From an optimization exercise on the open Yosys and OpenROAD flow, aimed at small area, a short achievable clock period and few clock cycles; shortcuts taken in it are not production practice. In this exercise RTL edits were held to simulation tests only and were not proved equivalent to the original. Power is estimated from default activity; no workload was simulated.

===== design/flow/config.mk =====
export PLATFORM = sky130hd
export DESIGN_NAME = conv_top
export DESIGN_NICKNAME = conv_top
export VERILOG_FILES = /design/flow/design.v
export SDC_FILE = /design/flow/constraint.sdc
export NUM_CORES = 4
export LEC_CHECK = 0
export CAP_MARGIN = 20
export CORE_MARGIN = 2
export CORE_UTILIZATION = 40
export PLACE_DENSITY = 0.75
export SETUP_SLACK_MARGIN = 5
export SLEW_MARGIN = 20

===== design/flow/constraint.sdc =====
create_clock -name core_clock -period 10.0 [get_ports {CLK}]
set_input_delay 2.0000 -clock core_clock [delete_from_list [all_inputs] [get_ports {CLK}]]
set_output_delay 2.0000 -clock core_clock [all_outputs]
set_load 0.01 [all_outputs]

===== design/flow/design.v =====
`timescale 1ns / 1ps
module conv_top
  #(
    parameter integer C_S00_AXIS_TDATA_WIDTH = 32
  )
  (
    input wire CLK,
    input wire RESETN,
    output wire S_AXIS_TREADY,
    input wire [C_S00_AXIS_TDATA_WIDTH-1 : 0] S_AXIS_TDATA,
    input wire [(C_S00_AXIS_TDATA_WIDTH/8)-1 : 0] S_AXIS_TKEEP,
    input wire S_AXIS_TUSER,
    input wire S_AXIS_TLAST,
    input wire S_AXIS_TVALID,
    input wire M_AXIS_TREADY,
    output wire M_AXIS_TUSER,
    output wire [C_S00_AXIS_TDATA_WIDTH-1 : 0] M_AXIS_TDATA,
    output wire [(C_S00_AXIS_TDATA_WIDTH/8)-1 : 0] M_AXIS_TKEEP,
    output wire M_AXIS_TLAST,
    output wire M_AXIS_TVALID,
    input wire [31:0] PADDR,
    input wire PSEL,
    input wire PENABLE,
    input wire PWRITE,
    input wire [31:0] PWDATA,
    output wire PSLVERR,
    output wire PREADY,
    output wire [31:0] PRDATA,
    output wire [13:0] MEM_ADDR,
    output wire [31:0] MEM_WDATA,
    output wire MEM_EN,
    output wire MEM_WE,
    input wire [31:0] MEM_RDATA
  );
  assign PREADY  = 1'b1;
  assign PSLVERR = 1'b0;
  assign M_AXIS_TUSER = 1'b0;
  assign M_AXIS_TKEEP = 4'hF;
  wire       cmd_wr;
  wire [4:0] ic, oc;
  wire       fl8;
  wire       f_done, b_done, r_done, t_done;
  wire       prdata0;
  assign PRDATA = {31'd0, prdata0};
  conv_apb u_conv_apb (
    .clk(CLK), .rstn(RESETN),
    .paddr(PADDR[15:0]), .psel(PSEL), .penable(PENABLE), .pwrite(PWRITE), .pwdata(PWDATA),
    .prdata0(prdata0),
    .f_done(f_done), .b_done(b_done), .r_done(r_done), .t_done(t_done),
    .cmd_wr(cmd_wr), .ic(ic), .oc(oc), .fl8(fl8)
  );
  conv_module u_conv_module (
    .clk(CLK), .rstn(RESETN),
    .cmd_wr(cmd_wr), .cmd(PWDATA[2:0]), .ic(ic), .oc(oc), .fl8(fl8),
    .f_done(f_done), .b_done(b_done), .r_done(r_done), .t_done(t_done),
    .s_tready(S_AXIS_TREADY), .s_tdata(S_AXIS_TDATA), .s_tlast(S_AXIS_TLAST), .s_tvalid(S_AXIS_TVALID),
    .m_tdata(M_AXIS_TDATA), .m_tlast(M_AXIS_TLAST), .m_tvalid(M_AXIS_TVALID),
    .mem_addr(MEM_ADDR), .mem_wdata(MEM_WDATA), .mem_en(MEM_EN), .mem_we(MEM_WE), .mem_rdata(MEM_RDATA)
  );
endmodule
module conv_module (
  input  wire        clk,
  input  wire        rstn,
  input  wire        cmd_wr,
  input  wire [2:0]  cmd,
  input  wire [4:0]  ic,
  input  wire [4:0]  oc,
  input  wire        fl8,
  output reg         f_done,
  output reg         b_done,
  output reg         r_done,
  output reg         t_done,
  output reg         s_tready,
  input  wire [31:0] s_tdata,
  input  wire        s_tlast,
  input  wire        s_tvalid,
  output wire [31:0] m_tdata,
  output reg         m_tlast,
  output reg         m_tvalid,
  output wire [13:0] mem_addr,
  output wire [31:0] mem_wdata,
  output reg         mem_en,
  output reg         mem_we,
  input  wire [31:0] mem_rdata
);
  localparam P_IDLE = 3'd0, P_FEAT = 3'd1, P_BIAS = 3'd2, P_WLD = 3'd3,
             P_SEND = 3'd4, P_COMP = 3'd5;
  localparam OP_NONE = 3'd0, OP_A = 3'd1, OP_W = 3'd2, OP_B = 3'd3,
             OP_BW = 3'd4, OP_SEND = 3'd5;
  reg  [2:0]  ph;
  reg  [10:0] ma;
  reg  [63:0] rs;           
  assign mem_addr  = {3'b000, ma};
  assign mem_wdata = rs[31:0];
  assign m_tdata   = sw;
  wire take = s_tvalid & s_tready;
  reg  [9:0]  cnt;
  reg  [31:0] sw;           
  reg  [23:0] wt;           
  reg  [7:0]  bias;         
  reg  [1:0]  nrep;         
  reg         wl_last;
  reg  [1:0]  bst;          
  reg  [23:0] trip;
  always @(*) begin
    case (nrep)
      2'd0:    trip = s_tdata[23:0];
      2'd1:    trip = {s_tdata[15:0], sw[31:24]};
      2'd2:    trip = {s_tdata[7:0], sw[31:16]};
      default: trip = sw[31:8];
    endcase
  end
  reg  [3:0]  o, i;
  reg  [2:0]  r;
  reg  [1:0]  kr, q;
  reg  [2:0]  sidx;
  reg  [9:0]  wbase;
  reg  [5:0]  wi3;          
  reg  [8:0]  rptr;
  reg         have_res, dummy;
  reg         drain;        
  reg  [2:0]  dc;
  reg         q_end, kl_r, il_r, rl_r, r0_r, ol_r;
  reg  [6:0]  ic3;         
  wire        wr_step  = have_res & ((sidx == 3'd2) | (fl8 & (sidx == 3'd3)));
  wire [1:0]  qlast    = (fl8 | (have_res & (sidx == 3'd2))) ? 2'd3 : 2'd1;
  wire        r_last   = (r == (fl8 ? 3'd7 : 3'd3));
  wire [2:0]  y        = r + {1'b0, kr} - 3'd1;
  wire [7:0]  fa0      = fl8 ? {i, y, 1'b0} : {2'b00, i, y[1:0]};
  wire [7:0]  fa1      = {i, y, 1'b1};
  wire [9:0]  waddr    = wbase + {4'd0, wi3} + {8'd0, kr};
  wire        wch_end  = ({1'b0, wi3} == ic3 - 7'd1);
  wire        dr_wr    = drain & ((dc == 3'd3) | (fl8 & (dc == 3'd4)));
  wire        fin      = drain & (dc == (fl8 ? 3'd4 : 3'd3));
  reg  [2:0]  op1, op2;
  reg         last1, last2;
  reg         d1a, d2a, d3a, d4a;
  reg  [1:0]  d1q, d2q, d3q;
  reg         d1f, d2f, d3f, d4f;
  wire        wl_wr    = take | ((nrep == 2'd3) & (bst == 2'd0));
  wire [1:0]  nrep_nx  = take ? nrep + 2'd1 : 2'd0;
  wire        bst_nx   = wch_end & (o[1:0] == 2'd3);
  wire        wlast_nx = wl_last | (take & s_tlast);
  wire        wl_go    = (bst == 2'd0) &
                         (wl_wr ? (wlast_nx & (nrep_nx != 2'd3) & ~bst_nx) : wl_last);
  always @(posedge clk or negedge rstn) begin
    if (!rstn) begin
      ph <= P_IDLE;
      f_done <= 1'b0; b_done <= 1'b0; r_done <= 1'b0; t_done <= 1'b0;
      s_tready <= 1'b0;
      m_tvalid <= 1'b0;
      mem_en <= 1'b0; mem_we <= 1'b0;
      op1 <= OP_NONE; op2 <= OP_NONE;
      d1a <= 1'b0; d2a <= 1'b0; d3a <= 1'b0; d4a <= 1'b0;
    end else begin
      mem_en <= 1'b0;
      mem_we <= 1'b0;
      op1 <= OP_NONE;
      op2 <= op1;
      m_tvalid <= (op2 == OP_SEND);
      if (m_tvalid && m_tlast) t_done <= 1'b1;
      d1a <= (ph == P_COMP) & ~drain & (fl8 | ~q[1]);
      d2a <= d1a; d3a <= d2a; d4a <= d3a;
      case (ph)
        P_FEAT, P_BIAS: begin
          if (take) begin
            mem_en <= 1'b1; mem_we <= 1'b1;
            if (s_tlast) begin
              s_tready <= 1'b0;
              ph <= P_IDLE;
              if (ph == P_FEAT) f_done <= 1'b1; else b_done <= 1'b1;
            end
          end
        end
        P_WLD: begin
          if (bst == 2'd1) begin
            mem_en <= 1'b1; op1 <= OP_BW;
          end else if (bst == 2'd2) begin
            if (op2 == OP_BW) s_tready <= (nrep != 2'd3) & ~wl_last;
          end else if (wl_wr) begin
            mem_en <= 1'b1; mem_we <= 1'b1;
            s_tready <= (nrep_nx != 2'd3) & ~bst_nx & ~wlast_nx;
          end
          if (wl_go) ph <= P_COMP;
        end
        P_COMP: begin
          if (drain) begin
            if (dr_wr) begin
              mem_en <= 1'b1; mem_we <= 1'b1;
            end
          end else if (q == 2'd0) begin
            mem_en <= 1'b1; op1 <= OP_A;
          end else if (q == 2'd1) begin
            mem_en <= 1'b1; op1 <= OP_W;
          end else if (q == 2'd2 && fl8) begin
            mem_en <= 1'b1; op1 <= OP_B;
          end else if (wr_step && (fl8 || q == 2'd2)) begin
            mem_en <= 1'b1; mem_we <= 1'b1;
          end
          if (fin) begin
            ph <= P_IDLE;
            r_done <= 1'b1;
          end
        end
        P_SEND: begin
          if (cnt[8:0] != rptr) begin
            mem_en <= 1'b1; op1 <= OP_SEND;
          end
        end
        default: ;
      endcase
      if (cmd_wr) begin
        case (cmd)
          3'd1: begin ph <= P_FEAT; s_tready <= 1'b1; end
          3'd2: begin ph <= P_BIAS; s_tready <= 1'b1; end
          3'd3: begin ph <= P_WLD;  s_tready <= 1'b1; end
          3'd4: begin ph <= P_SEND; end
          default: begin
            ph <= P_IDLE; s_tready <= 1'b0;
            f_done <= 1'b0; b_done <= 1'b0; r_done <= 1'b0; t_done <= 1'b0;
          end
        endcase
      end
    end
  end
  reg  [7:0] x0, x1, x2, x3;
  reg  [7:0] nx0, nx1, nx2, nx3;
  always @(*) begin
    if (d3q == 2'd0) begin
      nx0 = 8'd0;  nx1 = sw[7:0];  nx2 = sw[15:8];  nx3 = sw[23:16];
    end else begin
      nx0 = x2;    nx1 = x3;
      nx2 = d3q[0] ? sw[31:24] : sw[15:8];
      nx3 = (d3q == 2'd2) ? sw[23:16] : ((d3q == 2'd1 && fl8) ? mem_rdata[7:0] : 8'd0);
    end
    if (!d3a) begin nx0 = 8'd0; nx1 = 8'd0; nx2 = 8'd0; nx3 = 8'd0; end
  end
  wire [22:0] ra0, rb0, rc0, ra1, rb1, rc1;
  csa3 u_m0 (.x0(x0), .x1(x1), .x2(x2), .w0(wt[7:0]), .w1(wt[15:8]), .w2(wt[23:16]),
             .ra(ra0), .rb(rb0), .rc(rc0));
  csa3 u_m1 (.x0(x1), .x1(x2), .x2(x3), .w0(wt[7:0]), .w1(wt[15:8]), .w2(wt[23:16]),
             .ra(ra1), .rb(rb1), .rc(rc1));
  reg  [16:0] sa0, sa1;
  reg  [15:0] sb0, sc0, sb1, sc1;
  reg  [22:0] p0a, p0b, p1a, p1b, p2a, p2b;
  reg  [11:0] mla, mlb;
  reg         mca, mcb;
  reg  [10:0] mha, mhb, mka, mkb;
  wire [22:0] bias64 = {{9{bias[7]}}, bias, 6'd0};
  wire [22:0] fin_a  = {mha + mka + {10'd0, mca}, mla};
  wire [22:0] fin_b  = {mhb + mkb + {10'd0, mcb}, mlb};
  wire [22:0] rin_a  = fl8 ? p1a : fin_a;
  wire [22:0] rin_b  = fl8 ? p1b : fin_b;
  wire [22:0] u1a, u2a, u1b, u2b;
  csa4 u_acc_a (.p(p0a), .ra({6'h3F, sa0}), .rb({7'd0, sb0}), .rc({7'd0, sc0}), .s1(u1a), .s2(u2a));
  csa4 u_acc_b (.p(p0b), .ra({6'h3F, sa1}), .rb({7'd0, sb1}), .rc({7'd0, sc1}), .s1(u1b), .s2(u2b));
  wire [12:0] lo_a = {1'b0, u1a[11:0]} + {1'b0, u2a[11:0]};
  wire [12:0] lo_b = {1'b0, u1b[11:0]} + {1'b0, u2b[11:0]};
  function [7:0] sat;
    input [22:0] v;
    begin
      if (v[22])              sat = 8'd0;
      else if (|v[21:13])     sat = 8'h7F;
      else                    sat = {1'b0, v[12:6]};
    end
  endfunction
  always @(posedge clk) begin
    d1q <= q; d2q <= d1q; d3q <= d2q;
    d1f <= (sidx == 3'd0); d2f <= d1f; d3f <= d2f; d4f <= d3f;
    x0 <= nx0; x1 <= nx1; x2 <= nx2; x3 <= nx3;
    last2 <= last1;
    sa0 <= ra0[16:0]; sb0 <= rb0[15:0]; sc0 <= rc0[15:0];
    sa1 <= ra1[16:0]; sb1 <= rb1[15:0]; sc1 <= rc1[15:0];
    ic3 <= {1'b0, ic, 1'b0} + {2'b00, ic};
    case (op2)
      OP_A:    sw <= mem_rdata;
      OP_W:    begin wt <= mem_rdata[23:0]; bias <= mem_rdata[31:24]; end
      OP_B:    sw <= mem_rdata;
      OP_BW:   {bias, wt} <= mem_rdata;
      OP_SEND: begin
        sw <= mem_rdata;
        m_tlast <= last2;
      end
      default: ;
    endcase
    p0a <= d4f ? bias64 : rin_a;
    p0b <= d4f ? bias64 : rin_b;
    p1a <= p2a; p1b <= p2b;
    p2a <= fin_a; p2b <= fin_b;
    mla <= lo_a[11:0]; mca <= lo_a[12]; mha <= u1a[22:12]; mka <= u2a[22:12];
    mlb <= lo_b[11:0]; mcb <= lo_b[12]; mhb <= u1b[22:12]; mkb <= u2b[22:12];
    if (d4a && d4f) begin
      if (fl8) rs <= {sat(rin_b), sat(rin_a), rs[63:16]};
      else     rs[31:0] <= {sat(rin_b), sat(rin_a), rs[31:16]};
    end
    if (ph == P_COMP && fl8 && (drain ? (dc == 3'd4) : (sidx == 3'd3 && q == 2'd0)))
      rs[31:0] <= rs[63:32];
    q_end <= (ph == P_COMP) & ~q_end & ((q + 2'd1) == qlast);
    kl_r  <= (kr == (r_last ? 2'd1 : 2'd2));
    il_r  <= ({1'b0, i} == ic - 5'd1);
    rl_r  <= r_last;
    r0_r  <= (r == 3'd0);
    ol_r  <= ({1'b0, o} == oc - 5'd1);
    case (ph)
      P_IDLE: begin
        cnt <= 10'd0;
        nrep <= 2'd0;
        wl_last <= 1'b0;
        bst <= 2'd0;
        o <= 4'd0;
        wi3 <= 6'd0;
      end
      P_FEAT, P_BIAS: begin
        if (take) begin
          ma <= (ph == P_FEAT) ? {3'b000, cnt[7:0]} : {9'b001000000, cnt[1:0]};
          rs[31:24] <= s_tdata[31:24];
          rs[23:0] <= trip;         
          cnt <= cnt + 10'd1;
          if (ph == P_BIAS && cnt[1:0] == 2'd0) {bias, wt} <= s_tdata;
        end
      end
      P_WLD: begin
        if (bst == 2'd1) begin
          ma <= {9'b001000000, o[3:2]};
          bst <= 2'd2;
        end else if (bst == 2'd2) begin
          if (op2 == OP_BW) bst <= 2'd0;
        end else if (wl_wr) begin
          ma <= {1'b1, cnt};
          case (o[1:0])
            2'd0: rs[31:24] <= wt[7:0];
            2'd1: rs[31:24] <= wt[15:8];
            2'd2: rs[31:24] <= wt[23:16];
            default: rs[31:24] <= bias;
          endcase
          rs[23:0] <= trip;
          cnt <= cnt + 10'd1;
          nrep <= nrep_nx;
          if (take) sw[31:8] <= s_tdata[31:8];
          if (take && s_tlast) wl_last <= 1'b1;
          if (wch_end) begin
            wi3 <= 6'd0;
            o <= o + 4'd1;
            if (bst_nx) bst <= 2'd1;
          end else begin
            wi3 <= wi3 + 6'd1;
          end
        end
        if (wl_go) begin
          o <= 4'd0; r <= 3'd0; i <= 4'd0; kr <= 2'd1; q <= 2'd0; q_end <= 1'b0;
          sidx <= 3'd0; wbase <= 10'd0; wi3 <= 6'd0; rptr <= 9'd0;
          have_res <= 1'b0; dummy <= 1'b0; drain <= 1'b0;
        end
      end
      P_COMP: if (drain) begin
        dc <= dc + 3'd1;
        if (dr_wr) begin
          ma <= {3'b010, rptr[7:0]};
          rptr <= rptr + 9'd1;
        end
      end else begin
        if (q == 2'd0) ma <= {3'b000, fa0};
        else if (q == 2'd1) ma <= {1'b1, waddr};
        else if (q == 2'd2 && fl8) ma <= {3'b000, fa1};
        else begin
          ma <= {3'b010, rptr[7:0]};
          if (wr_step && (fl8 || q == 2'd2)) rptr <= rptr + 9'd1;
        end
        if (q_end) begin
          q <= 2'd0;
          if (dummy) begin
            drain <= 1'b1;
            dc <= 3'd0;
          end else if (!kl_r) begin
            kr <= kr + 2'd1;
            if (sidx != 3'd4) sidx <= sidx + 3'd1;
          end else if (!il_r) begin
            i <= i + 4'd1;
            wi3 <= wi3 + 6'd3;
            kr <= r0_r ? 2'd1 : 2'd0;
            if (sidx != 3'd4) sidx <= sidx + 3'd1;
          end else begin
            i <= 4'd0;
            wi3 <= 6'd0;
            have_res <= 1'b1;
            sidx <= 3'd0;
            if (!rl_r) begin
              r <= r + 3'd1;
              kr <= 2'd0;
            end else begin
              r <= 3'd0;
              kr <= 2'd1;
              if (!ol_r) begin
                o <= o + 4'd1;
                wbase <= wbase + {3'd0, ic3};
              end else begin
                dummy <= 1'b1;
              end
            end
          end
        end else begin
          q <= q + 2'd1;
        end
      end
      P_SEND: begin
        if (cnt[8:0] != rptr) begin
          ma <= {3'b010, cnt[7:0]};
          last1 <= (cnt[8:0] == rptr - 9'd1);
          cnt <= cnt + 10'd1;
        end
      end
      default: ;
    endcase
  end
endmodule
module csa4 (
  input  wire [22:0] p, ra, rb, rc,
  output wire [22:0] s1, s2
);
  wire [22:0] t1 = p ^ ra ^ rb;
  wire [22:0] c1 = {(p[21:0] & ra[21:0]) | (p[21:0] & rb[21:0]) | (ra[21:0] & rb[21:0]), 1'b0};
  assign s1 = t1 ^ rc ^ c1;
  assign s2 = {(t1[21:0] & rc[21:0]) | (t1[21:0] & c1[21:0]) | (rc[21:0] & c1[21:0]), 1'b0};
endmodule
module csa3 (
  input  wire [7:0] x0, x1, x2, w0, w1, w2,
  output wire [22:0] ra, rb, rc
);
  wire t1, t2;
  assign {t2, t1} = (x0[0] & w0[6]) + (x0[1] & w0[5]) + (x0[2] & w0[4]);
  wire t3, t4;
  assign {t4, t3} = {~(x0[0] & w0[7])} + (x0[1] & w0[6]) + (x0[2] & w0[5]);
  wire t5, t6;
  assign {t6, t5} = (x0[3] & w0[4]) + (x0[4] & w0[3]) + (x0[5] & w0[2]);
  wire t7, t8;
  assign {t8, t7} = (x0[6] & w0[1]) + {~(x0[7] & w0[0])} + {~(x1[0] & w1[7])};
  wire t9, t10;
  assign {t10, t9} = {~(x0[1] & w0[7])} + (x0[2] & w0[6]) + (x0[3] & w0[5]);
  wire t11, t12;
  assign {t12, t11} = (x0[4] & w0[4]) + (x0[5] & w0[3]) + (x0[6] & w0[2]);
  wire t13, t14;
  assign {t14, t13} = {~(x0[7] & w0[1])} + {~(x1[1] & w1[7])} + (x1[2] & w1[6]);
  wire t15, t16;
  assign {t16, t15} = {~(x0[2] & w0[7])} + (x0[3] & w0[6]) + (x0[4] & w0[5]);
  wire t17, t18;
  assign {t18, t17} = (x0[5] & w0[4]) + (x0[6] & w0[3]);
  wire t19, t20;
  assign {t20, t19} = (x0[0] & w0[4]) + (x0[1] & w0[3]) + (x0[2] & w0[2]);
  wire t21, t22;
  assign {t22, t21} = (x0[0] & w0[5]) + (x0[1] & w0[4]) + (x0[2] & w0[3]);
  wire t23, t24;
  assign {t24, t23} = (x0[3] & w0[2]) + (x0[4] & w0[1]) + (x0[5] & w0[0]);
  wire t25, t26;
  assign {t26, t25} = (x1[0] & w1[5]) + (x1[1] & w1[4]) + (x1[2] & w1[3]);
  wire t27, t28;
  assign {t28, t27} = (x0[3] & w0[3]) + (x0[4] & w0[2]) + (x0[5] & w0[1]);
  wire t29, t30;
  assign {t30, t29} = (x0[6] & w0[0]) + (x1[0] & w1[6]) + (x1[1] & w1[5]);
  wire t31, t32;
  assign {t32, t31} = (x1[2] & w1[4]) + (x1[3] & w1[3]) + (x1[4] & w1[2]);
  wire t33, t34;
  assign {t34, t33} = (x1[5] & w1[1]) + (x1[6] & w1[0]) + (x2[0] & w2[6]);
  wire t35, t36;
  assign {t36, t35} = (x2[1] & w2[5]) + (x2[2] & w2[4]);
  wire t37, t38;
  assign {t38, t37} = (x1[1] & w1[6]) + (x1[2] & w1[5]) + (x1[3] & w1[4]);
  wire t39, t40;
  assign {t40, t39} = (x1[4] & w1[3]) + (x1[5] & w1[2]) + (x1[6] & w1[1]);
  wire t41, t42;
  assign {t42, t41} = {~(x1[7] & w1[0])} + {~(x2[0] & w2[7])} + (x2[1] & w2[6]);
  wire t43, t44;
  assign {t44, t43} = (x2[2] & w2[5]) + (x2[3] & w2[4]) + (x2[4] & w2[3]);
  wire t45, t46;
  assign {t46, t45} = (x2[5] & w2[2]) + (x2[6] & w2[1]) + {~(x2[7] & w2[0])};
  wire t47, t48;
  assign {t48, t47} = t2 + t3;
  wire t49, t50;
  assign {t50, t49} = (x1[3] & w1[5]) + (x1[4] & w1[4]) + (x1[5] & w1[3]);
  wire t51, t52;
  assign {t52, t51} = (x1[6] & w1[2]) + {~(x1[7] & w1[1])} + {~(x2[1] & w2[7])};
  wire t53, t54;
  assign {t54, t53} = (x2[2] & w2[6]) + (x2[3] & w2[5]) + (x2[4] & w2[4]);
  wire t55, t56;
  assign {t56, t55} = (x2[5] & w2[3]) + (x2[6] & w2[2]) + {~(x2[7] & w2[1])};
  wire t57, t58;
  assign {t58, t57} = 1'b1 + t4 + t6;
  wire t59, t60;
  assign {t60, t59} = t8 + t9 + t11;
  wire t61, t62;
  assign {t62, t61} = {~(x0[7] & w0[2])} + {~(x1[2] & w1[7])} + (x1[3] & w1[6]);
  wire t63, t64;
  assign {t64, t63} = (x1[4] & w1[5]) + (x1[5] & w1[4]) + (x1[6] & w1[3]);
  wire t65, t66;
  assign {t66, t65} = {~(x1[7] & w1[2])} + {~(x2[2] & w2[7])} + (x2[3] & w2[6]);
  wire t67, t68;
  assign {t68, t67} = (x2[4] & w2[5]) + (x2[5] & w2[4]) + (x2[6] & w2[3]);
  wire t69, t70;
  assign {t70, t69} = {~(x2[7] & w2[2])} + 1'b1 + t10;
  wire t71, t72;
  assign {t72, t71} = t12 + t14 + t15;
  wire t73, t74;
  assign {t74, t73} = {~(x0[3] & w0[7])} + (x0[4] & w0[6]) + (x0[5] & w0[5]);
  wire t75, t76;
  assign {t76, t75} = (x0[6] & w0[4]) + {~(x0[7] & w0[3])} + {~(x1[3] & w1[7])};
  wire t77, t78;
  assign {t78, t77} = (x1[4] & w1[6]) + (x1[5] & w1[5]) + (x1[6] & w1[4]);
  wire t79, t80;
  assign {t80, t79} = {~(x1[7] & w1[3])} + {~(x2[3] & w2[7])} + (x2[4] & w2[6]);
  wire t81, t82;
  assign {t82, t81} = (x2[5] & w2[5]) + (x2[6] & w2[4]) + {~(x2[7] & w2[3])};
  wire t83, t84;
  assign {t84, t83} = {~(x0[4] & w0[7])} + (x0[5] & w0[6]) + (x0[6] & w0[5]);
  wire t85, t86;
  assign {t86, t85} = {~(x0[7] & w0[4])} + {~(x1[4] & w1[7])} + (x1[5] & w1[6]);
  wire t87, t88;
  assign {t88, t87} = (x0[0] & w0[3]) + (x0[1] & w0[2]) + (x0[2] & w0[1]);
  wire t89, t90;
  assign {t90, t89} = (x0[3] & w0[0]) + (x1[0] & w1[3]);
  wire t91, t92;
  assign {t92, t91} = (x0[3] & w0[1]) + (x0[4] & w0[0]) + (x1[0] & w1[4]);
  wire t93, t94;
  assign {t94, t93} = (x1[1] & w1[3]) + (x1[2] & w1[2]) + (x1[3] & w1[1]);
  wire t95, t96;
  assign {t96, t95} = (x1[4] & w1[0]) + (x2[0] & w2[4]) + (x2[1] & w2[3]);
  wire t97, t98;
  assign {t98, t97} = (x1[3] & w1[2]) + (x1[4] & w1[1]) + (x1[5] & w1[0]);
  wire t99, t100;
  assign {t100, t99} = (x2[0] & w2[5]) + (x2[1] & w2[4]) + (x2[2] & w2[3]);
  wire t101, t102;
  assign {t102, t101} = (x2[3] & w2[2]) + (x2[4] & w2[1]) + (x2[5] & w2[0]);
  wire t103, t104;
  assign {t104, t103} = t20 + t21;
  wire t105, t106;
  assign {t106, t105} = (x2[3] & w2[3]) + (x2[4] & w2[2]) + (x2[5] & w2[1]);
  wire t107, t108;
  assign {t108, t107} = (x2[6] & w2[0]) + t1 + t22;
  wire t109, t110;
  assign {t110, t109} = t24 + t26 + t27;
  wire t111, t112;
  assign {t112, t111} = t29 + t31 + t33;
  wire t113, t114;
  assign {t114, t113} = t5 + t7 + t28;
  wire t115, t116;
  assign {t116, t115} = t30 + t32 + t34;
  wire t117, t118;
  assign {t118, t117} = t36 + t37 + t39;
  wire t119, t120;
  assign {t120, t119} = t41 + t43 + t45;
  wire t121, t122;
  assign {t122, t121} = t13 + t38 + t40;
  wire t123, t124;
  assign {t124, t123} = t42 + t44 + t46;
  wire t125, t126;
  assign {t126, t125} = t48 + t49 + t51;
  wire t127, t128;
  assign {t128, t127} = t53 + t55 + t57;
  wire t129, t130;
  assign {t130, t129} = t17 + t50 + t52;
  wire t131, t132;
  assign {t132, t131} = t54 + t56 + t58;
  wire t133, t134;
  assign {t134, t133} = t60 + t61 + t63;
  wire t135, t136;
  assign {t136, t135} = t65 + t67 + t69;
  wire t137, t138;
  assign {t138, t137} = t16 + t18 + t62;
  wire t139, t140;
  assign {t140, t139} = t64 + t66 + t68;
  wire t141, t142;
  assign {t142, t141} = t70 + t72 + t73;
  wire t143, t144;
  assign {t144, t143} = t75 + t77 + t79;
  wire t145, t146;
  assign {t146, t145} = (x1[6] & w1[5]) + {~(x1[7] & w1[4])} + {~(x2[4] & w2[7])};
  wire t147, t148;
  assign {t148, t147} = (x2[5] & w2[6]) + (x2[6] & w2[5]) + {~(x2[7] & w2[4])};
  wire t149, t150;
  assign {t150, t149} = t74 + t76 + t78;
  wire t151, t152;
  assign {t152, t151} = t80 + t82 + t83;
  wire t153, t154;
  assign {t154, t153} = {~(x0[5] & w0[7])} + (x0[6] & w0[6]) + {~(x0[7] & w0[5])};
  wire t155, t156;
  assign {t156, t155} = {~(x1[5] & w1[7])} + (x1[6] & w1[6]) + {~(x1[7] & w1[5])};
  wire t157, t158;
  assign {t158, t157} = {~(x2[5] & w2[7])} + (x2[6] & w2[6]) + {~(x2[7] & w2[5])};
  wire t159, t160;
  assign {t160, t159} = (x0[0] & w0[2]) + (x0[1] & w0[1]) + (x0[2] & w0[0]);
  wire t161, t162;
  assign {t162, t161} = (x1[0] & w1[2]) + (x1[1] & w1[1]);
  wire t163, t164;
  assign {t164, t163} = (x1[1] & w1[2]) + (x1[2] & w1[1]) + (x1[3] & w1[0]);
  wire t165, t166;
  assign {t166, t165} = (x2[0] & w2[3]) + (x2[1] & w2[2]) + (x2[2] & w2[1]);
  wire t167, t168;
  assign {t168, t167} = (x2[3] & w2[0]) + t87;
  wire t169, t170;
  assign {t170, t169} = (x2[2] & w2[2]) + (x2[3] & w2[1]) + (x2[4] & w2[0]);
  wire t171, t172;
  assign {t172, t171} = t19 + t88 + t90;
  wire t173, t174;
  assign {t174, t173} = t91 + t93 + t95;
  wire t175, t176;
  assign {t176, t175} = t23 + t25 + t92;
  wire t177, t178;
  assign {t178, t177} = t94 + t96 + t97;
  wire t179, t180;
  assign {t180, t179} = t99 + t101 + t103;
  wire t181, t182;
  assign {t182, t181} = t35 + t98 + t100;
  wire t183, t184;
  assign {t184, t183} = t102 + t104 + t105;
  wire t185, t186;
  assign {t186, t185} = t107 + t109 + t111;
  wire t187, t188;
  assign {t188, t187} = t47 + t106 + t108;
  wire t189, t190;
  assign {t190, t189} = t110 + t112 + t113;
  wire t191, t192;
  assign {t192, t191} = t115 + t117 + t119;
  wire t193, t194;
  assign {t194, t193} = t59 + t114 + t116;
  wire t195, t196;
  assign {t196, t195} = t118 + t120 + t121;
  wire t197, t198;
  assign {t198, t197} = t123 + t125 + t127;
  wire t199, t200;
  assign {t200, t199} = t71 + t122 + t124;
  wire t201, t202;
  assign {t202, t201} = t126 + t128 + t129;
  wire t203, t204;
  assign {t204, t203} = t131 + t133 + t135;
  wire t205, t206;
  assign {t206, t205} = t81 + t130 + t132;
  wire t207, t208;
  assign {t208, t207} = t134 + t136 + t137;
  wire t209, t210;
  assign {t210, t209} = t139 + t141 + t143;
  wire t211, t212;
  assign {t212, t211} = t85 + t138 + t140;
  wire t213, t214;
  assign {t214, t213} = t142 + t144 + t145;
  wire t215, t216;
  assign {t216, t215} = t147 + t149 + t151;
  wire t217, t218;
  assign {t218, t217} = t84 + t86 + t146;
  wire t219, t220;
  assign {t220, t219} = t148 + t150 + t152;
  wire t221, t222;
  assign {t222, t221} = t153 + t155 + t157;
  wire t223, t224;
  assign {t224, t223} = {~(x0[6] & w0[7])} + {~(x0[7] & w0[6])} + {~(x1[6] & w1[7])};
  wire t225, t226;
  assign {t226, t225} = {~(x1[7] & w1[6])} + {~(x2[6] & w2[7])} + {~(x2[7] & w2[6])};
  wire t227, t228;
  assign {t228, t227} = t154 + t156 + t158;
  wire t229, t230;
  assign {t230, t229} = (x0[0] & w0[1]) + (x0[1] & w0[0]) + (x1[0] & w1[1]);
  wire t231, t232;
  assign {t232, t231} = (x1[2] & w1[0]) + (x2[0] & w2[2]) + (x2[1] & w2[1]);
  wire t233, t234;
  assign {t234, t233} = (x2[2] & w2[0]) + t159;
  wire t235, t236;
  assign {t236, t235} = t89 + t160 + t162;
  wire t237, t238;
  assign {t238, t237} = t163 + t165 + t167;
  wire t239, t240;
  assign {t240, t239} = t164 + t166 + t168;
  wire t241, t242;
  assign {t242, t241} = t169 + t171 + t173;
  wire t243, t244;
  assign {t244, t243} = t170 + t172 + t174;
  wire t245, t246;
  assign {t246, t245} = t175 + t177 + t179;
  wire t247, t248;
  assign {t248, t247} = t176 + t178 + t180;
  wire t249, t250;
  assign {t250, t249} = t181 + t183 + t185;
  wire t251, t252;
  assign {t252, t251} = t182 + t184 + t186;
  wire t253, t254;
  assign {t254, t253} = t187 + t189 + t191;
  wire t255, t256;
  assign {t256, t255} = t188 + t190 + t192;
  wire t257, t258;
  assign {t258, t257} = t193 + t195 + t197;
  wire t259, t260;
  assign {t260, t259} = t194 + t196 + t198;
  wire t261, t262;
  assign {t262, t261} = t199 + t201 + t203;
  wire t263, t264;
  assign {t264, t263} = t200 + t202 + t204;
  wire t265, t266;
  assign {t266, t265} = t205 + t207 + t209;
  wire t267, t268;
  assign {t268, t267} = t206 + t208 + t210;
  wire t269, t270;
  assign {t270, t269} = t211 + t213 + t215;
  wire t271, t272;
  assign {t272, t271} = t212 + t214 + t216;
  wire t273, t274;
  assign {t274, t273} = t217 + t219 + t221;
  wire t275, t276;
  assign {t276, t275} = t218 + t220 + t222;
  wire t277, t278;
  assign {t278, t277} = t223 + t225 + t227;
  wire t279, t280;
  assign {t280, t279} = (x0[7] & w0[7]) + (x1[7] & w1[7]) + (x2[7] & w2[7]);
  wire t281, t282;
  assign {t282, t281} = t224 + t226 + t228;
  wire t283, t284;
  assign {t284, t283} = (x1[1] & w1[0]) + (x2[0] & w2[1]);
  wire t285, t286;
  assign {t286, t285} = t161 + t230 + t231;
  wire t287, t288;
  assign {t288, t287} = t232 + t234 + t235;
  wire t289, t290;
  assign {t290, t289} = t236 + t238 + t239;
  wire t291, t292;
  assign {t292, t291} = t240 + t242 + t243;
  wire t293, t294;
  assign {t294, t293} = t244 + t246 + t247;
  wire t295, t296;
  assign {t296, t295} = t248 + t250 + t251;
  wire t297, t298;
  assign {t298, t297} = t252 + t254 + t255;
  wire t299, t300;
  assign {t300, t299} = t256 + t258 + t259;
  wire t301, t302;
  assign {t302, t301} = t260 + t262 + t263;
  wire t303, t304;
  assign {t304, t303} = t264 + t266 + t267;
  wire t305, t306;
  assign {t306, t305} = t268 + t270 + t271;
  wire t307, t308;
  assign {t308, t307} = t272 + t274 + t275;
  wire t309, t310;
  assign {t310, t309} = t276 + t278 + t279;
  wire t311, t312;
  assign {t312, t311} = 1'b1 + t280;
  assign ra = {1'b1, 1'b1, 1'b1, 1'b1, 1'b1, 1'b1, t312, t282, t281, t277, t273, t269, t265, t261, t257, t253, t249, t245, t241, t237, t233, (x2[1] & w2[0]), (x0[0] & w0[0])};
  assign rb = {1'b0, 1'b0, 1'b0, 1'b0, 1'b0, 1'b0, 1'b0, t310, t308, t306, t304, t302, t300, t298, t296, t294, t292, t290, t288, t286, t284, t229, (x1[0] & w1[0])};
  assign rc = {1'b0, 1'b0, 1'b0, 1'b0, 1'b0, 1'b0, 1'b0, t311, t309, t307, t305, t303, t301, t299, t297, t295, t293, t291, t289, t287, t285, t283, (x2[0] & w2[0])};
endmodule
module conv_apb (
  input  wire        clk,
  input  wire        rstn,
  input  wire [15:0] paddr,
  input  wire        psel,
  input  wire        penable,
  input  wire        pwrite,
  input  wire [31:0] pwdata,
  output reg         prdata0,
  input  wire        f_done,
  input  wire        b_done,
  input  wire        r_done,
  input  wire        t_done,
  output wire        cmd_wr,      
  output reg  [4:0]  ic,
  output reg  [4:0]  oc,
  output reg         fl8
);
  wire hi0  = (paddr[15:6] == 10'd0);
  wire wr   = psel & penable & pwrite & hi0;
  assign cmd_wr = wr & (paddr[5:2] == 4'h0);
  always @(posedge clk) begin
    if (wr && paddr[5:2] == 4'h1) ic  <= pwdata[4:0];
    if (wr && paddr[5:2] == 4'h2) oc  <= pwdata[4:0];
    if (wr && paddr[5:2] == 4'h3) fl8 <= pwdata[3];
  end
  reg st;
  always @(*) begin
    case (paddr[5:2])
      4'h8: st = f_done;
      4'h9: st = b_done;
      4'hA: st = r_done;
      4'hB: st = t_done;
      default: st = 1'b0;
    endcase
  end
  always @(posedge clk or negedge rstn) begin
    if (!rstn) prdata0 <= 1'b0;
    else       prdata0 <= psel & ~penable & ~pwrite & hi0 & st;
  end
endmodule

===== design/flow/flow/run.sh =====
#!/bin/bash
# The standard layout, with ORFS's timing repair aiming further below the
# fixed 10 ns clock (the clock and constraints are unchanged).
set -euo pipefail
bash standard.sh SETUP_SLACK_MARGIN=6.5 finish > flow_make.log 2>&1

===== design/flow/standard.sh =====
#!/bin/bash
# synth_recipe.tcl (not shown) runs the flow's synth.tcl, then flattens the netlist and writes it again
# the make line also repeats each setting of config.mk as NAME=value (left out here)
make -C /OpenROAD-flow-scripts/flow DESIGN_CONFIG=/design/flow/config.mk WORK_HOME=/design/flow/orfs CLKGATE_MAP_FILE= SYNTH_SCRIPT=/design/flow/synth_recipe.tcl "${@:-finish}"

==> out/metrics.cfg, run 1 <==
[status]
status=no timing/DRC/antenna violations

[synth]
synth_compound_area_frac=0.0984
synth_top_area_frac=0.253
avgSynthCellArea_sq_um=10.1
netlist_area_sq_um=35700
synth_top_family_by_area=adder cells
yosysTopAreaCell=dfxtp_1
synth_xor_area_frac=0.0240
synthAdderAreaFrac=0.252
synth_edf_count=124
synth.distinct_cells=95
synth.top_cells.by_area=dfxtp_1 (25%), fa_1 (20%), edfxtp_1 (10%), and2_1 (5.2%), ha_1 (4.8%)
syn_inst=3526
synth_seq_cells=596
yosys.area_share.simple=0.148
async_flop_share=0.0369
yosysSeqAreaShare=0.372
ys.warnings.count=2
synthMuxAreaShare=0.0309
synth_top_flop_cell=dfxtp_1

[power_and_ir_drop]
peakVddDrop_uv=146
power_density_nw_per_um2=138
p_leak_uw=0.0177
finalPower_uw=5730

[global_routing]
gr-total-overflow=0
grt_pass1_wl_microns=156000
grt_max_degree=65
first_global_vias=27000
grt_use_total=0.222
antenna_found_initial=2

[clock_tree]
htreeDepth=3
cts_root_buf=clkbuf_16
cts.sinks=596
clk-insertion-delay-late_ns=0.62
tritoncts=done
clk_pin_slew_ns=0.07
cts_buffers=67
clockBufferDepth=3

[setup_path]
reg2reg_setup_slack_ns=6.51
end_kind=flip-flop
crit_arrival_ns=4.03
r2r_start=u_conv_module.wt[7]
crit_required_ns=10.54
crit_fanout=4
critPathLaunchType=flip-flop
startpoint=u_conv_module.wt[7]
critPathKind=flip-flop to flip-flop

[timing]
rsz0062_at_grt=yes
final-setup-viol-count=0
fin_setup_tns_ns=0
hold_viol_final=0
slew_headroom=0.249
fin_crit_ns=3.49
skew_ns=0.0510
max_freq_mhz=286
worst_hold_slack_ns=0.306
slew_violations=0
period_share=0.349
worst_pin_slew_ns=1.11

[detailed_routing]
drc=0
dr.first_iter.drc_count=2859
vias_per_cell=5.39
wire_per_inst_microns=20.6
route.vias.total=26300
antenna_left=0
wirelength_microns=101000
first_pass_iters=9

[die]
core_sq_um=88400
start_util=0.404
io_pins=263
dieWidth_microns=303
die_h_microns=303
die_area_sq_um=91600
rows=109

[placement]
place.gp.congestion=0.904
hpwl_microns=70400
io_buffers=170

[final_layout]
largest-register=u_conv_module.rs
largest_reg_flops=60
nets=4306
synthToLayoutAreaGrowth_pct=16.4
final_common_cell=dfxtp_1
drive_above_1_share=0.110
n_fill_cell=7975
reg_top3=u_conv_module.rs (60), u_conv_module.sw (32), u_conv_module.wt (24)
final_cell_mix=dfxtp_1 (386), inv_1 (384), nand2_1 (351)
post-route-util=0.470

[flow_run]
drv_cap=0

[min_path]
hp-class=flip-flop to flip-flop
min_from=u_conv_module.p2a[18]

-- what timing repair did --
item | in CTS | in global routing
setup buffers | 29 | 33
gates resized for setup | 206 | 98
hold buffers | 0 | 0
pin swaps | 8 | 51
cloned | 0 | 2
setup endpoints to repair | 266 | 103
-- through the flow --
step	setup WS [ns]	std cells	instance area, sq um
2_1_floorplan	6.38	3565	36000
3_3_place_gp	5.49	4698	38200
3_5_place_dp	5.47	4698	38200
4_1_cts	6.50	4848	40900
5_1_grt	6.42	4883	41500
6_report	6.51	4885	41500
-- final cells by class --
cell class	instances	area (sq um)	area share
timing repair buffer	265	2520	0.0606
sequential	596	13400	0.324
inverter	395	1480	0.0357
clock inverter	26	345	0.00832
clock buffer	95	1910	0.0461
tap	1165	1460	0.0351
multi-input combinational	2341	20400	0.490
antenna	2	5.00	0.000121
-- synthesized netlist by cell type, drive strengths merged, types with 10 or more instances --
master / count
a211oi: 19
a21boi: 26
a21o: 16
a21oi: 128
a222oi: 35
a31oi: 15
and2: 299
and3: 19
buf: 98
clkbuf: 135
dfrtp: 22
dfxtp: 450
edfxtp: 124
fa: 361
ha: 138
inv: 395
mux2i: 99
nand2: 357
nand2b: 20
nand3: 61
nor2: 173
nor2b: 29
nor3: 43
nor4: 12
o211ai: 34
o21a: 10
o21ai: 170
o221ai: 10
xnor2: 64
xor2: 31
-- critical path, cell delays in order, from the launching register on --
cell     delay [ns]
dfxtp_4        0.36
buf_12         0.13
and2_4         0.13
fa_1           0.45
fa_2           0.37
fa_1           0.50
fa_2           0.55
inv_2          0.04
fa_2           0.34
fa_2           0.54
-- cell families (layout without fill, tap and decap cells) --
family	count (synthesis)	count (layout)
and+or+nand+nor	1059	1059
buffers and inverters	628	781
DFF	596	596
AOI/OAI and AO/OA	536	536
adders and majority gates	501	501
muxes	108	108
xor gates and xnor gates	96	96
other	2	43
-- where the power goes --
part | switching, uW | internal, uW
clock network | 1030 | 1500
logic | 321 | 228
registers | 73.5 | 2580
-- metal layers --
metal	track usage	routed length [microns]
met4	0.114	6050
met2	0.354	45600
met3	0.0520	10500
met5	0	0
met1	0.282	38500
-- final timing paths --
kind	cells after the start	end
setup / recovery	9	u_conv_module.sc1[11]
hold / removal	0	u_conv_module.p1a[18]
setup reg to reg	9	u_conv_module.sc1[11]
hold reg to reg	0	u_conv_module.p1a[18]
max in group asynchronous	1	u_conv_module.d3a
min in group asynchronous	1	u_conv_module.ph[1]
Testbench counts, summed over its fixed seeds: cycles 10,530.
==> run 2, diff against run 1 <==
--- a/design/flow/config.mk
+++ b/design/flow/config.mk
@@ -8,6 +8,5 @@
 export CAP_MARGIN = 20
 export CORE_MARGIN = 2
 export CORE_UTILIZATION = 40
-export PLACE_DENSITY = 0.75
 export SETUP_SLACK_MARGIN = 5
 export SLEW_MARGIN = 20
==> out/metrics.cfg, run 2 <==
[final_layout]
reg_top3=u_conv_module.rs (60), u_conv_module.sw (32), u_conv_module.wt (24)
largest_reg_flops=60
final_area_sq_um=41600
final_common_cell=dfxtp_1
drive_above_1_share=0.112
nets=4301
final_cell_mix=dfxtp_1 (386), inv_1 (385), nand2_1 (348)
post-route-util=0.471
largest-register=u_conv_module.rs
synthToLayoutAreaGrowth_pct=16.7

[status]
status=no timing/DRC/antenna violations

[global_routing]
first_global_vias=25800
grt_use_total=0.225
antenna_found_initial=1
grt_max_degree=65
grt_pass1_wl_microns=156000
gr-total-overflow=0

[timing]
worst_slack_ns=6.49
final-setup-viol-count=0
slew_violations=0
fin_setup_tns_ns=0
hold_viol_final=0
rsz0062_at_grt=yes
period_share=0.351
worst_pin_slew_ns=1.12
slew_headroom=0.252
skew_ns=0.0725
max_freq_mhz=285
fin_crit_ns=3.51

[power_and_ir_drop]
power_density_nw_per_um2=139
p_leak_uw=0.0176
peakVddDrop_uv=157
finalPower_uw=5780

[die]
io_pins=263
die_h_microns=303
die_area_sq_um=91600
core_sq_um=88400
rows=109
dieWidth_microns=303
start_util=0.404

[synth]
synth_seq_cells=596
netlist_area_sq_um=35700
synthAdderAreaFrac=0.252
synth_edf_count=124
yosysSeqAreaShare=0.372
synth.top_cells.by_area=dfxtp_1 (25%), fa_1 (20%), edfxtp_1 (10%), and2_1 (5.2%), ha_1 (4.8%)
synth_compound_area_frac=0.0984
synth_commonest_cells=dfxtp_1 (450), inv_1 (391), fa_1 (361)
yosys.area_share.simple=0.148
syn_inst=3526
synth_xor_area_frac=0.0240
synth.distinct_cells=95
synth_top_area_frac=0.253
synthMuxAreaShare=0.0309
yosysTopAreaCell=dfxtp_1
synth.most_common_cell=dfxtp_1
synth_top_flop_cell=dfxtp_1
ys.warnings.count=2
avgSynthCellArea_sq_um=10.1
async_flop_share=0.0369
synth_top_family_by_area=adder cells

[detailed_routing]
antenna_left=0
wire_per_inst_microns=20.8
wirelength_microns=101000
route.vias.total=25500
vias_per_cell=5.23
drc=0
dr.first_iter.drc_count=2139
first_pass_iters=9

[placement]
place_area_sq_um=38200
dpl_worst_slack_ns=5.14
place.gp.congestion=0.878
io_buffers=170
hpwl_microns=72300

[flow_run]
drv_cap=0

[clock_tree]
clockBufferDepth=3
cts.sinks=596
cts_hold_buffers=0
clk_pin_slew_ns=0.06
cts_root_buf=clkbuf_16
cts_buffers=68
clk-insertion-delay-late_ns=0.65
htreeDepth=3
tritoncts=done

[setup_path]
crit_fanout=5
critPathKind=flip-flop to flip-flop
critPathLaunchType=flip-flop
crit_required_ns=10.46
end_kind=flip-flop
crit_arrival_ns=3.97

[min_path]
hp-class=flip-flop to flip-flop

-- run 2: final timing paths --
check | from | slack [ns] | cells after the start | endpoint
setup / recovery | u_conv_module.wt[4] | 6.49 | 9 | u_conv_module.sc0[10]
hold / removal | u_conv_module.p2b[7] | 0.31 | 0 | u_conv_module.p1b[7]
setup reg to reg | u_conv_module.wt[4] | 6.49 | 9 | u_conv_module.sc0[10]
hold reg to reg | u_conv_module.p2b[7] | 0.31 | 0 | u_conv_module.p1b[7]
max in group asynchronous | RESETN | 8.25 | 1 | u_conv_module.s_tready
min in group asynchronous | RESETN | 1.35 | 1 | u_conv_module.d1a
-- run 2: layout make-up --
type	instances	area [sq um]
multi-input combinational	2341	20400
clock inverter	34	428
tap	1165	1460
inverter	395	1480
sequential	596	13400
clock buffer	92	1910
antenna	2	5.00
fill	8296	46800
timing repair buffer	259	2480
-- run 2: critical path, cell delays in order, from the launching register on --
cell and delay (ns):
dfxtp_4 0.40, and2_4 0.16, fa_1 0.52, inv_1 0.05
fa_2 0.34, fa_2 0.48, fa_2 0.53, inv_1 0.05
fa_2 0.35, fa_1 0.42
-- run 2: power by group --
group	total (uW)	internal (uW)	leakage, uW	switching [uW]
Sequential	2650	2580	0.00507	69.2
Combinational	541	218	0.0114	324
Clock	2590	1500	0.00114	1090
Total	5780	4300	0.0176	1490
-- run 2: repair_timing --
item                       CTS  global route
buffers inserted            46             3
setup endpoints to repair  248            76
pin swaps                   31            43
gates resized for setup    245            84
-- run 2: logic make-up after synthesis --
logic type / Yosys count
muxes: 108
xor gates and xnor gates: 96
adders and majority gates: 501
other: 2
and+or+nand+nor: 1059
AOI/OAI and AO/OA: 536
DFF: 596
buffers and inverters: 628
-- run 2: routing by layer --
| metal | vias up | global-route usage | part of all wire |
|---|---|---|---|
| li1 | 11700 | - | - |
| met1 | 12600 | 0.316 | 0.44 |
| met2 | 987 | 0.353 | 0.45 |
| met3 | 203 | 0.0357 | 0.070 |
| met4 | 0 | 0.0822 | 0.039 |
| met5 | - | 0 | 0 |
-- run 2: stage by stage --
stage	cells	hold slack, ns
finish	4884	0.310
floorplan	3565	0.310
global route	4882	0.310
CTS	4879	0.309
global placement	4707	0.310
detailed placement	4707	0.312
==> run 3, diff against run 2 <==
--- a/design/flow/config.mk
+++ b/design/flow/config.mk
@@ -8,5 +8,6 @@
 export CAP_MARGIN = 20
 export CORE_MARGIN = 2
 export CORE_UTILIZATION = 40
+export CTS_BUF_LIST = sky130_fd_sc_hd__clkbuf_4 sky130_fd_sc_hd__clkbuf_8
 export SETUP_SLACK_MARGIN = 5
 export SLEW_MARGIN = 20
==> out/metrics.cfg, run 3 <==
[detailed_routing]
route.vias.total=25800
wirelength_microns=102000
drc=0
first_pass_iters=8
wire_per_inst_microns=20.6
antenna_left=0
vias_per_cell=5.20
dr.first_iter.drc_count=2175

[synth]
synth_commonest_cells=dfxtp_1 (450), inv_1 (391), fa_1 (361)
synth_top_flop_cell=dfxtp_1
synth.top_cells.by_area=dfxtp_1 (25%), fa_1 (20%), edfxtp_1 (10%), and2_1 (5.2%), ha_1 (4.8%)
netlist_area_sq_um=35700
syn_inst=3526
yosysTopAreaCell=dfxtp_1
async_flop_share=0.0369
synth_seq_cells=596
yosysSeqAreaShare=0.372
synth.distinct_cells=95
ys.warnings.count=2
synth_edf_count=124
avgSynthCellArea_sq_um=10.1
synth.most_common_cell=dfxtp_1
synth_top_area_frac=0.253

[timing]
hold_viol_final=0
fin_setup_tns_ns=0
fin_crit_ns=3.55
skew_ns=0.0847
period_share=0.355
rsz0062_at_grt=yes
worst_pin_slew_ns=1.11
final-setup-viol-count=0
slew_headroom=0.262
max_freq_mhz=282
slew_violations=0

[flow_run]
drv_cap=0

[final_layout]
multiInputGateArea_sq_um=20500
largest-register=u_conv_module.rs
seqCellArea_sq_um=13500
post-route-util=0.472
n_fill_cell=8340
nets=4349
final_cell_mix=inv_1 (381), dfxtp_1 (378), nand2_1 (349)
synthToLayoutAreaGrowth_pct=16.9
drive_above_1_share=0.138
largest_reg_flops=60
final_common_cell=inv_1
reg_top3=u_conv_module.rs (60), u_conv_module.sw (32), u_conv_module.wt (24)

[clock_tree]
cts.sinks=596
tritoncts=done
cts_buffers=103
clk-insertion-delay-late_ns=0.76
clk_pin_slew_ns=0.06
htreeDepth=3
clockBufferDepth=3
cts_root_buf=clkbuf_8

[power_and_ir_drop]
clockPowerShare=0.434
power_density_nw_per_um2=135
p_comb_frac=0.096
p_switching_uw=1490
p_leak_uw=0.0177
p_int_uw=4150
peakVddDrop_uv=108
seq_power_share=0.470
switching_share=0.264

[min_path]
holdPathStages=0
hp-class=flip-flop to flip-flop

[setup_path]
reg2regPathDepth=10
critPathLaunchType=primary input
crit_required_ns=10.39
critPathKind=primary input to flip-flop
end_kind=flip-flop
crit_arrival_ns=3.94
crit_fanout=9

[global_routing]
grt_max_degree=65
grt_pass1_wl_microns=157000
gr-total-overflow=0
grt_use_total=0.226
antenna_found_initial=3
first_global_vias=26200

[die]
io_pins=263
dieWidth_microns=303
die_h_microns=303
die_area_sq_um=91600
rows=109
start_util=0.404
core_sq_um=88400

[placement]
place.gp.congestion=0.878
hpwl_microns=72300
io_buffers=170

[status]
status=no timing/DRC/antenna violations

==> run 3: cell counts after synthesis <==
Identical to the previous run, type by type.
==> run 3: area by class of cell <==
cell class                 count  area share
inverter                     395      0.0355
antenna                        2    0.000120
tap                         1165      0.0349
clock inverter                47      0.0111
timing repair buffer         272      0.0617
multi-input combinational   2341       0.490
sequential                   596       0.322
clock buffer                 144      0.0436
==> run 3: cell families (layout without fill, tap and decap cells) <==
logic type / count (synthesis) / in the layout / synth area share
AND/OR/NAND/NOR: 1059 / 1059 / 0.148
buffers and inverters: 628 / 858 / 0.0745
flip-flops: 596 / 596 / 0.372
AO/OA/AOI/OAI: 536 / 536 / 0.0984
adder cells (fa/ha/maj): 501 / 501 / 0.252
multiplexers: 108 / 108 / 0.0309
XOR/XNOR: 96 / 96 / 0.0240
other: 2 / 43 / 0.000211
==> run 3: power groups by stage <==
stage                     combinational [uW]  clock, uW  sequential, uW
after detailed placement                 516          0            2710
after floorplan                          333          0            2680
final                                    542       2450            2650
after global placement                   509          0            2700
after global routing                     597       2610            2660
after CTS                                525       2510            2650
==> run 3: repair_timing <==
action | 4_1_cts | 5_1_grt
pin swaps | 38 | 56
setup buffers | 40 | 22
gates resized for setup | 272 | 102
hold buffers | 0 | 0
setup endpoints to repair | 240 | 92
==> run 3: routing by layer <==
| metal | track usage | vias up | part of all wire |
|---|---|---|---|
| met5 | 0 | - | 0 |
| li1 | - | 11900 | - |
| met3 | 0.0382 | 201 | 0.069 |
| met4 | 0.0871 | 0 | 0.040 |
| met2 | 0.353 | 992 | 0.45 |
| met1 | 0.314 | 12800 | 0.44 |
==> run 3: worst paths after layout <==
kind                                      start                      to  slack, ns
max                                S_AXIS_TLAST   u_conv_module.rptr[1]       6.45
min                        u_conv_module.d1q[1]    u_conv_module.d2q[1]       0.32
max reg2reg                 u_conv_module.wt[5]   u_conv_module.sc0[10]       6.47
min reg2reg                u_conv_module.d1q[1]    u_conv_module.d2q[1]       0.32
max in group asynchronous                RESETN  u_conv_module.s_tready       8.38
min in group asynchronous                RESETN     u_conv_module.ph[1]       1.23
==> run 3: critical path: stages <==
cell and delay (ns):
clkdlybuf4s50_1 0.48, and3_4 0.20, or2_4 0.12, a31o_2 0.13, nand3_1 0.41, nand2_1 0.59
==> run 3: through the flow <==
stage / setup WS, ns / power, uW / hold slack [ns] / instance area (sq um) / std cells
4_1_cts: 6.39 / 5680 / 0.324 / 41200 / 4938
2_1_floorplan: 6.38 / 3010 / 0.310 / 36000 / 3565
3_3_place_gp: 5.17 / 3210 / 0.310 / 38200 / 4707
6_report: 6.45 / 5640 / 0.323 / 41700 / 4962
5_1_grt: 6.38 / 5870 / 0.330 / 41700 / 4962
3_5_place_dp: 5.14 / 3220 / 0.312 / 38200 / 4707
==> run 4, diff against run 3 <==
--- a/design/flow/design.v
+++ b/design/flow/design.v
@@ -118,20 +118,22 @@
   reg  [5:0]  wi3;          
   reg  [8:0]  rptr;
   reg         have_res, dummy;
+  reg         rpar;         
   reg         drain;        
   reg  [2:0]  dc;
   reg         q_end, kl_r, il_r, rl_r, r0_r, ol_r;
   reg  [6:0]  ic3;         
-  wire        wr_step  = have_res & ((sidx == 3'd2) | (fl8 & (sidx == 3'd3)));
-  wire [1:0]  qlast    = (fl8 | (have_res & (sidx == 3'd2))) ? 2'd3 : 2'd1;
+  wire        wr_step  = have_res & (fl8 ? ((sidx == 3'd2) | (sidx == 3'd3))
+                                         : ((sidx == 3'd2) & ~rpar));
+  wire [1:0]  qlast    = (fl8 | wr_step) ? 2'd3 : 2'd1;
   wire        r_last   = (r == (fl8 ? 3'd7 : 3'd3));
   wire [2:0]  y        = r + {1'b0, kr} - 3'd1;
   wire [7:0]  fa0      = fl8 ? {i, y, 1'b0} : {2'b00, i, y[1:0]};
   wire [7:0]  fa1      = {i, y, 1'b1};
   wire [9:0]  waddr    = wbase + {4'd0, wi3} + {8'd0, kr};
   wire        wch_end  = ({1'b0, wi3} == ic3 - 7'd1);
-  wire        dr_wr    = drain & ((dc == 3'd3) | (fl8 & (dc == 3'd4)));
-  wire        fin      = drain & (dc == (fl8 ? 3'd4 : 3'd3));
+  wire        dr_wr    = drain & ((dc == 3'd3) | (dc == 3'd4));
+  wire        fin      = drain & (dc == 3'd4);
   reg  [2:0]  op1, op2;
   reg         last1, last2;
   reg         d1a, d2a, d3a, d4a;
@@ -194,7 +196,7 @@
             mem_en <= 1'b1; op1 <= OP_W;
           end else if (q == 2'd2 && fl8) begin
             mem_en <= 1'b1; op1 <= OP_B;
-          end else if (wr_step && (fl8 || q == 2'd2)) begin
+          end else if (wr_step) begin
             mem_en <= 1'b1; mem_we <= 1'b1;
           end
           if (fin) begin
@@ -291,9 +293,11 @@
     mlb <= lo_b[11:0]; mcb <= lo_b[12]; mhb <= u1b[22:12]; mkb <= u2b[22:12];
     if (d4a && d4f) begin
       if (fl8) rs <= {sat(rin_b), sat(rin_a), rs[63:16]};
-      else     rs[31:0] <= {sat(rin_b), sat(rin_a), rs[31:16]};
+      else     rs[63:32] <= {sat(rin_b), sat(rin_a), rs[63:48]};
     end
-    if (ph == P_COMP && fl8 && (drain ? (dc == 3'd4) : (sidx == 3'd3 && q == 2'd0)))
+    if (ph == P_COMP && (drain ? (dc == 3'd4) :
+        fl8 ? (sidx == 3'd3 && q == 2'd0) :
+        (have_res && (rpar ? (sidx == 3'd3 && q == 2'd1) : (sidx == 3'd2 && q == 2'd3)))))
       rs[31:0] <= rs[63:32];
     q_end <= (ph == P_COMP) & ~q_end & ((q + 2'd1) == qlast);
     kl_r  <= (kr == (r_last ? 2'd1 : 2'd2));
@@ -349,7 +353,7 @@
         if (wl_go) begin
           o <= 4'd0; r <= 3'd0; i <= 4'd0; kr <= 2'd1; q <= 2'd0; q_end <= 1'b0;
           sidx <= 3'd0; wbase <= 10'd0; wi3 <= 6'd0; rptr <= 9'd0;
-          have_res <= 1'b0; dummy <= 1'b0; drain <= 1'b0;
+          have_res <= 1'b0; dummy <= 1'b0; drain <= 1'b0; rpar <= 1'b0;
         end
       end
       P_COMP: if (drain) begin
@@ -364,7 +368,7 @@
         else if (q == 2'd2 && fl8) ma <= {3'b000, fa1};
         else begin
           ma <= {3'b010, rptr[7:0]};
-          if (wr_step && (fl8 || q == 2'd2)) rptr <= rptr + 9'd1;
+          if (wr_step) rptr <= rptr + 9'd1;
         end
         if (q_end) begin
           q <= 2'd0;
@@ -383,6 +387,7 @@
             i <= 4'd0;
             wi3 <= 6'd0;
             have_res <= 1'b1;
+            rpar <= ~rpar;
             sidx <= 3'd0;
             if (!rl_r) begin
               r <= r + 3'd1;
--- a/design/flow/config.mk
+++ b/design/flow/config.mk
@@ -8,6 +8,5 @@
 export CAP_MARGIN = 20
 export CORE_MARGIN = 2
 export CORE_UTILIZATION = 40
-export CTS_BUF_LIST = sky130_fd_sc_hd__clkbuf_4 sky130_fd_sc_hd__clkbuf_8
 export SETUP_SLACK_MARGIN = 5
 export SLEW_MARGIN = 20
==> out/metrics.cfg, run 4 <==
[global_routing]
grt_max_degree=65
first_global_vias=25300
antenna_found_initial=8
grt_use_total=0.213
grt_pass1_wl_microns=148000
gr-total-overflow=0

[die]
dieWidth_microns=302
die_h_microns=302
start_util=0.402
die_area_sq_um=91000
core_sq_um=88100
io_pins=263
rows=109

[synth]
syn_inst=3442
synth_commonest_cells=dfxtp_1 (450), inv_1 (362), fa_1 (361)
synth_seq_cells=597
synth.most_common_cell=dfxtp_1
synth_top_area_frac=0.254
ys.warnings.count=2
async_flop_share=0.0369
avgSynthCellArea_sq_um=10.3
synth_edf_count=125
yosysSeqAreaShare=0.376
synth.distinct_cells=88
synth_top_flop_cell=dfxtp_1
synth.top_cells.by_area=dfxtp_1 (25%), fa_1 (20%), edfxtp_1 (11%), and2_1 (5.3%), ha_1 (4.9%)
netlist_area_sq_um=35400
yosysTopAreaCell=dfxtp_1

[setup_path]
crit_slowest_cell=fa_2
slowest_delay_ns=0.55
worstPathCellList=buf_12 -> and2_4 -> fa_1 -> inv_1 -> fa_2 -> fa_2 -> fa_1 -> inv_1 -> fa_2 -> fa_2
crit_arrival_ns=4.05
crit_fanout=8
reg2reg_setup_slack_ns=6.49
crit_buf_inv=3
critPathLaunchType=flip-flop
cpLargestDelayFamily=adder cells
crit_top_cell=fa_2
end_kind=flip-flop
critPathKind=flip-flop to flip-flop
crit_required_ns=10.54

[min_path]
hp-class=flip-flop to flip-flop

[detailed_routing]
drc=0
dr.first_iter.drc_count=1636
antenna_left=0
wire_per_inst_microns=20.1
route.vias.total=24700
wirelength_microns=96100
vias_per_cell=5.16
first_pass_iters=6

[power_and_ir_drop]
p_switching_uw=1600
power_density_nw_per_um2=148
p_leak_uw=0.0171
seq_power_share=0.439
peakVddDrop_uv=130
switching_share=0.264
p_comb_frac=0.148
clockPowerShare=0.413
p_int_uw=4470

[clock_tree]
clk-insertion-delay-late_ns=0.62
cts_buffers=66
clockBufferDepth=3
cts_hold_buffers=0
clk_pin_slew_ns=0.06
htreeDepth=3
cts.sinks=597
tritoncts=done
cts_root_buf=clkbuf_16

[timing]
slew_violations=0
final-setup-viol-count=0
max_freq_mhz=285
rsz0062_at_grt=yes
worst_pin_slew_ns=1.06
period_share=0.351
slew_headroom=0.295
fin_crit_ns=3.51
fin_setup_tns_ns=0
skew_ns=0.0246
hold_viol_final=0

[placement]
io_buffers=170
place.gp.congestion=0.855
hpwl_microns=69300
place_area_sq_um=38000

[final_layout]
final_area_sq_um=40900
reg_top3=u_conv_module.rs (60), u_conv_module.sw (32), u_conv_module.wt (24)
post-route-util=0.465
final_common_cell=dfxtp_1
largest-register=u_conv_module.rs
final_cell_mix=dfxtp_1 (391), inv_1 (361), fa_1 (340)
nets=4207
synthToLayoutAreaGrowth_pct=15.5
largest_reg_flops=60
drive_above_1_share=0.0910

[status]
status=no timing/DRC/antenna violations

[flow_run]
drv_cap=0

==> run 4: changes by cell type in the layout (fill, tap and decap cells not counted), moves of 26 or more <==
cell,before,now
clkbuf_4,26,0
clkbuf_8,118,10
nor2_1,167,130
clkbuf_16,0,70
o21ai_0,153,204
mux2i_1,99,140
==> run 4: final timing paths <==
kind / start / cells past startpoint / end
max: u_conv_module.wt[2] / 10 / u_conv_module.sc0[10]
min: u_conv_module.p2b[9] / 0 / u_conv_module.p1b[9]
max reg2reg: u_conv_module.wt[2] / 10 / u_conv_module.sc0[10]
min reg2reg: u_conv_module.p2b[9] / 0 / u_conv_module.p1b[9]
max in group asynchronous: RESETN / 2 / u_conv_module.s_tready
min in group asynchronous: RESETN / 2 / u_conv_module.mem_en
==> run 4: per-stage QoR <==
step	hold slack [ns]	instances	total power, uW	setup WS (ns)
2_1_floorplan	0.310	3481	3320	6.40
3_3_place_gp	0.310	4628	3610	5.48
3_5_place_dp	0.312	4628	3610	5.45
4_1_cts	0.320	4773	6140	6.40
5_1_grt	0.329	4783	6330	6.39
6_report	0.322	4785	6070	6.49
==> run 4: kinds of logic (layout without fill, tap and decap cells) <==
kind of cell    count (synthesis)  in the layout  share of synthesized area
xor+xnor                      101            101                     0.0250
mux                           151            151                     0.0434
other cells                     2             44                   0.000212
compound gates                507            507                     0.0893
buf+inv                       592            728                     0.0711
fa+ha+maj                     501            501                      0.253
flops                         597            597                      0.376
simple gates                  991            991                      0.142
==> run 4: final cells by class <==
cell class                 instances  area, sq um
antenna                            3         7.51
clock buffer                      94         1940
clock inverter                    24          308
fill                            8334        47200
inverter                         365         1370
multi-input combinational       2292        20000
sequential                       597        13400
tap                             1165         1460
timing repair buffer             245         2380
==> run 4: worst register-to-register path, cell delays in order (launching register included) <==
cell     delay (ns)
dfxtp_4        0.36
buf_12         0.13
and2_4         0.15
fa_1           0.47
inv_1          0.05
fa_2           0.35
fa_2           0.48
fa_1           0.51
inv_1          0.05
fa_2           0.34
fa_2           0.56
==> run 4: power groups by stage <==
stage                     clock network, uW  logic, uW  registers (uW)
final                                  2510        898            2660
after global routing                   2660        997            2680
after CTS                              2570        901            2670
after detailed placement                  0        892            2720
after global placement                    0        888            2720
after floorplan                           0        614            2700
==> run 4: what timing repair did <==
item,4_1_cts,5_1_grt
pin swaps,15,30
gates cloned,2,0
setup endpoints to repair,221,147
endpoints found under the hold margin,0,0
buffers inserted,25,8
resized for setup,186,59
==> run 4: layer usage <==
metal  part of all wire  GRT usage
met2               0.49      0.355
met1               0.42      0.278
met3              0.056     0.0310
met4              0.039     0.0839
met5                  0          0
Testbench counts of run 4, summed over its fixed seeds: cycles 10,440.

## port drivers added, routing unchanged
The flow's constraints put no driver on any port. The routed layouts listed below were extracted and timed again, unchanged, in two steps.
Step 1 sets driving cells, clkbuf_16 on the clock port and buf_2 on the other inputs (assumed; they add their load-dependent delay and slew).
Step 2 adds t to the input delays and takes it off the output delays; t is the mean of the earliest and latest rising clock arrival at the registers after step 1. Input paths then give back, and output paths get back, about the clock's delay inside the block.
a / b / c = ideal / step 1 / step 2; a / b = the first two.
run	shift t [ns]	slack for setup (ns)	latest minus earliest clock arrival (ns)	worst slew at a driven data input, ns
run 1	0.657	6.506 / 6.494 / 5.999	0.055 / 0.055	0.06
run 2	0.689	6.490 / 6.485 / 5.874	0.073 / 0.072	0.07
run 3	0.785	6.453 / 6.467 / 5.691	0.085 / 0.085	0.07
run 4	0.675	6.493 / 6.453 / 5.969	0.026 / 0.026	0.13
After both steps setup and hold are still met in every run listed. The setup slack of run 3, which loses most, moves by +0.014 ns with the drivers and by -0.762 ns with both steps.
